This design comes from an exercise in tuning for small area and a short achievable clock period on the open sky130 flow, not from production work.
Power figures rest on the tool's default switching activity, not on a simulated workload.

==> module bppi, before the edit <==
module bppi (input one, input two, input neg, input m1, input m0, input inj, output p);
  assign p = (((one & m1) | (two & m0)) ^ neg) | inj;
endmodule
==> module alu16_top, before the edit <==
module alu16_top (
    input clk,
    input [5:0] alufn,
    input [15:0] a,
    input [15:0] b,
    output reg [15:0] y
  );
  wire [55:0] cs;
  alu_3 alu (.alufn(alufn), .a(a), .b(b), .cs(cs));
  wire [1:0] grp = alufn[5:4];
  reg [55:0] cs_q;
  reg sel_sum_q, sel_rev_q, force_q, ltd_q;
  always @(posedge clk) begin
    cs_q <= cs;
    sel_sum_q <= ~grp[1] | (~grp[0] & ~alufn[0]);    
    sel_rev_q <= (grp == 2'b10) & alufn[0];           
    force_q <= (grp == 2'b11) & ((alufn[1] & (a == b)) | (alufn[2] & a[15] & ~b[15]));
    ltd_q <= (grp == 2'b11) & alufn[2] & ~(a[15] ^ b[15]);
  end
  wire s47, c48;
  ha1 u_s47 (.a(cs_q[22]), .b(cs_q[23]), .s(s47), .co(c48));
  wire s49, c50;
  ha1 u_s49 (.a(cs_q[27]), .b(cs_q[28]), .s(s49), .co(c50));
  wire s51, c52;
  ha1 u_s51 (.a(cs_q[31]), .b(cs_q[32]), .s(s51), .co(c52));
  wire s53, c54;
  fa1 u_s53 (.a(cs_q[35]), .b(cs_q[36]), .ci(cs_q[37]), .s(s53), .co(c54));
  wire s55, c56;
  ha1 u_s55 (.a(cs_q[38]), .b(cs_q[39]), .s(s55), .co(c56));
  wire s57, c58;
  fa1 u_s57 (.a(cs_q[41]), .b(cs_q[42]), .ci(cs_q[43]), .s(s57), .co(c58));
  wire s59, c60;
  ha1 u_s59 (.a(cs_q[44]), .b(cs_q[45]), .s(s59), .co(c60));
  wire s61, c62;
  fa1 u_s61 (.a(cs_q[46]), .b(cs_q[47]), .ci(cs_q[48]), .s(s61), .co(c62));
  wire s63, c64;
  ha1 u_s63 (.a(cs_q[49]), .b(cs_q[50]), .s(s63), .co(c64));
  wire s65, c66;
  ha1 u_s65 (.a(cs_q[12]), .b(cs_q[13]), .s(s65), .co(c66));
  wire s67, c68;
  ha1 u_s67 (.a(cs_q[16]), .b(cs_q[17]), .s(s67), .co(c68));
  wire s69, c70;
  ha1 u_s69 (.a(cs_q[19]), .b(cs_q[20]), .s(s69), .co(c70));
  wire s71, c72;
  fa1 u_s71 (.a(cs_q[24]), .b(cs_q[25]), .ci(cs_q[26]), .s(s71), .co(c72));
  wire s73, c74;
  fa1 u_s73 (.a(cs_q[29]), .b(cs_q[30]), .ci(c48), .s(s73), .co(c74));
  wire s75, c76;
  fa1 u_s75 (.a(cs_q[33]), .b(cs_q[34]), .ci(c50), .s(s75), .co(c76));
  wire s77, c78;
  fa1 u_s77 (.a(cs_q[40]), .b(c52), .ci(s55), .s(s77), .co(c78));
  wire s79, c80;
  fa1 u_s79 (.a(c56), .b(s59), .ci(c54), .s(s79), .co(c80));
  wire s81, c82;
  fa1 u_s81 (.a(c60), .b(s63), .ci(c58), .s(s81), .co(c82));
  wire s83, c84;
  ha1 u_s83 (.a(cs_q[1]), .b(cs_q[2]), .s(s83), .co(c84));
  wire s85, c86;
  ha1 u_s85 (.a(cs_q[5]), .b(cs_q[6]), .s(s85), .co(c86));
  wire s87, c88;
  ha1 u_s87 (.a(cs_q[8]), .b(cs_q[9]), .s(s87), .co(c88));
  wire s89, c90;
  ha1 u_s89 (.a(cs_q[10]), .b(cs_q[11]), .s(s89), .co(c90));
  wire s91, c92;
  fa1 u_s91 (.a(cs_q[14]), .b(cs_q[15]), .ci(s65), .s(s91), .co(c92));
  wire s93, c94;
  fa1 u_s93 (.a(cs_q[18]), .b(c66), .ci(s67), .s(s93), .co(c94));
  wire s95, c96;
  fa1 u_s95 (.a(cs_q[21]), .b(c68), .ci(s69), .s(s95), .co(c96));
  wire s97, c98;
  fa1 u_s97 (.a(s47), .b(c70), .ci(s71), .s(s97), .co(c98));
  wire s99, c100;
  fa1 u_s99 (.a(s49), .b(c72), .ci(s73), .s(s99), .co(c100));
  wire s101, c102;
  fa1 u_s101 (.a(s51), .b(c74), .ci(s75), .s(s101), .co(c102));
  wire s103, c104;
  fa1 u_s103 (.a(s53), .b(c76), .ci(s77), .s(s103), .co(c104));
  wire s105, c106;
  fa1 u_s105 (.a(s57), .b(c78), .ci(s79), .s(s105), .co(c106));
  wire s107, c108;
  fa1 u_s107 (.a(s61), .b(c80), .ci(s81), .s(s107), .co(c108));
  wire p109 = cs_q[51] ^ cs_q[52];
  wire p110 = cs_q[53] ^ cs_q[54];
  wire p111 = cs_q[55] ^ p109;
  wire p112 = p110 ^ c64;
  wire p113 = p111 ^ c62;
  wire p114 = p112 ^ p113;
  wire p115 = p114 ^ c82;
  wire p116 = p115 ^ c108;
  wire [15:0] sx = {p116, c106, c104, c102, c100, c98, c96, c94, c92, c90, c88, c86, cs_q[7], cs_q[4], cs_q[3], cs_q[0]};
  wire [15:0] sy = {1'b0, s107, s105, s103, s101, s99, s97, s95, s93, s91, s89, s87, s85, c84, s83, 1'b0};
  wire [15:0] sum;
  adder16_7 add (.x(sx), .y(sy), .sum(sum));
  wire cmp;
  compare16_10 comp (.force1(force_q), .ltd(ltd_q), .d15(sum[15]), .out(cmp));
  wire [15:0] rv;
  assign rv[15] = cs_q[0];
  assign rv[14] = cs_q[1] | cs_q[2] | cs_q[3];
  assign rv[13] = cs_q[4];
  assign rv[12] = cs_q[5] | cs_q[6] | cs_q[7];
  assign rv[11] = cs_q[8] | cs_q[9];
  assign rv[10] = cs_q[10] | cs_q[11];
  assign rv[9] = cs_q[12] | cs_q[13] | cs_q[14] | cs_q[15];
  assign rv[8] = cs_q[16] | cs_q[17] | cs_q[18];
  assign rv[7] = cs_q[19] | cs_q[20] | cs_q[21];
  assign rv[6] = cs_q[22] | cs_q[23] | cs_q[24] | cs_q[25] | cs_q[26];
  assign rv[5] = cs_q[27] | cs_q[28] | cs_q[29] | cs_q[30];
  assign rv[4] = cs_q[31] | cs_q[32] | cs_q[33] | cs_q[34];
  assign rv[3] = cs_q[35] | cs_q[36] | cs_q[37] | cs_q[38] | cs_q[39] | cs_q[40];
  assign rv[2] = cs_q[41] | cs_q[42] | cs_q[43] | cs_q[44] | cs_q[45];
  assign rv[1] = cs_q[46] | cs_q[47] | cs_q[48] | cs_q[49] | cs_q[50];
  assign rv[0] = cs_q[51] | cs_q[52] | cs_q[53] | cs_q[54] | cs_q[55];
  wire [15:0] res = ({16{sel_sum_q}} & sum) | ({16{sel_rev_q}} & rv) |
                    {15'd0, cmp};
  always @(posedge clk) begin
    y <= res;
  end
endmodule
clock: 6.5 ns
lec_check: 0
cap_margin: 0
core_margin: 2
core_utilization: 55
cts_buf_list: sky130_fd_sc_hd__clkbuf_4 sky130_fd_sc_hd__clkbuf_8
setup_slack_margin: 3.0
slew_margin: 0
buffer_ports_args: -buffer_cell sky130_fd_sc_hd__buf_1
standard.sh (not shown) runs the stock make flow with config.mk's settings and CLKGATE_MAP_FILE= SYNTH_SCRIPT=/design/flow/synth_recipe.tcl, a recipe that flattens the netlist after the stock synthesis.
==> flow/flow/run.sh <==
#!/bin/bash
# Standard layout (the standard.sh) with two changes to its settings:
# half-adder cells are kept out of synthesis (abc maps half adders to plain
# gates), and the port buffers are the smallest buffer cell.  The tools'
# output goes to standard.log here.
set -e
cat >> "$FLOW_CONFIG" <<'EOC'
export DONT_USE_CELLS += sky130_fd_sc_hd__ha_1 sky130_fd_sc_hd__ha_2 sky130_fd_sc_hd__ha_4
export BUFFER_PORTS_ARGS = -buffer_cell sky130_fd_sc_hd__buf_1
EOC
bash standard.sh > standard.log 2>&1
The first run completed with no timing, DRC or antenna violations.
Rerun with:
--- a/flow/design.v
+++ b/flow/design.v
@@ -72,7 +72,7 @@
   assign p = ((one & m1) | (two & m0)) ^ neg;
 endmodule
 module bppi (input one, input two, input neg, input m1, input m0, input inj, output p);
-  assign p = (((one & m1) | (two & m0)) ^ neg) | inj;
+  assign p = ((one & m1) | (two & m0) | inj) ^ neg;
 endmodule
 module benc (input b2, input b1, input b0, input mul, input f1, input f2,
              output one, output two, output neg);
@@ -291,22 +291,10 @@
   wire cmp;
   compare16_10 comp (.force1(force_q), .ltd(ltd_q), .d15(sum[15]), .out(cmp));
   wire [15:0] rv;
-  assign rv[15] = cs_q[0];
-  assign rv[14] = cs_q[1] | cs_q[2] | cs_q[3];
-  assign rv[13] = cs_q[4];
-  assign rv[12] = cs_q[5] | cs_q[6] | cs_q[7];
-  assign rv[11] = cs_q[8] | cs_q[9];
-  assign rv[10] = cs_q[10] | cs_q[11];
-  assign rv[9] = cs_q[12] | cs_q[13] | cs_q[14] | cs_q[15];
-  assign rv[8] = cs_q[16] | cs_q[17] | cs_q[18];
-  assign rv[7] = cs_q[19] | cs_q[20] | cs_q[21];
-  assign rv[6] = cs_q[22] | cs_q[23] | cs_q[24] | cs_q[25] | cs_q[26];
-  assign rv[5] = cs_q[27] | cs_q[28] | cs_q[29] | cs_q[30];
-  assign rv[4] = cs_q[31] | cs_q[32] | cs_q[33] | cs_q[34];
-  assign rv[3] = cs_q[35] | cs_q[36] | cs_q[37] | cs_q[38] | cs_q[39] | cs_q[40];
-  assign rv[2] = cs_q[41] | cs_q[42] | cs_q[43] | cs_q[44] | cs_q[45];
-  assign rv[1] = cs_q[46] | cs_q[47] | cs_q[48] | cs_q[49] | cs_q[50];
-  assign rv[0] = cs_q[51] | cs_q[52] | cs_q[53] | cs_q[54] | cs_q[55];
+  genvar ri;
+  generate for (ri = 0; ri < 16; ri = ri + 1) begin : g_rev
+    assign rv[ri] = sum[15 - ri];
+  end endgenerate
   wire [15:0] res = ({16{sel_sum_q}} & sum) | ({16{sel_rev_q}} & rv) |
                     {15'd0, cmp};
   always @(posedge clk) begin
Effect:
- The new run ran to the end with no violations
- via count rose by a few percent
- global-route usage rose by 1.4 points
- hold slack gets worse by 0.031 ns
- power fell by a few percent
- final cell count rose by a few percent
No run of this note included a check of the RTL's function; only the layout flow was run.

==> re-timing with driven ports <==
The results above use ideal ports. As a check the final layouts listed here were re-extracted and re-timed, cells and wires unchanged. Step 1 sets driving cells, clkbuf_16 on the clock port and buf_2 on the other inputs (assumed; they add their load-dependent delay and slew). Step 2 also shifts input and output timing later by t, the mid clock arrival at the registers, as if the neighbouring blocks saw the same clock. Slacks: no drivers / after step 1 / after step 2; pairs: no drivers / after step 1.
| run | shift t [ns] | setup WS [ns] | hold WS [ns] |
|---|---|---|---|
| the first run | 0.376 | 3.061 / 3.070 / 2.694 | 0.469 / 0.469 / 0.469 |
| the second run | 0.393 | 3.011 / 3.019 / 2.627 | 0.438 / 0.438 / 0.438 |
After both steps every run listed still meets setup and hold. The setup slack of the second run, which loses most, moves by +0.008 ns with the drivers and by -0.384 ns with both steps.
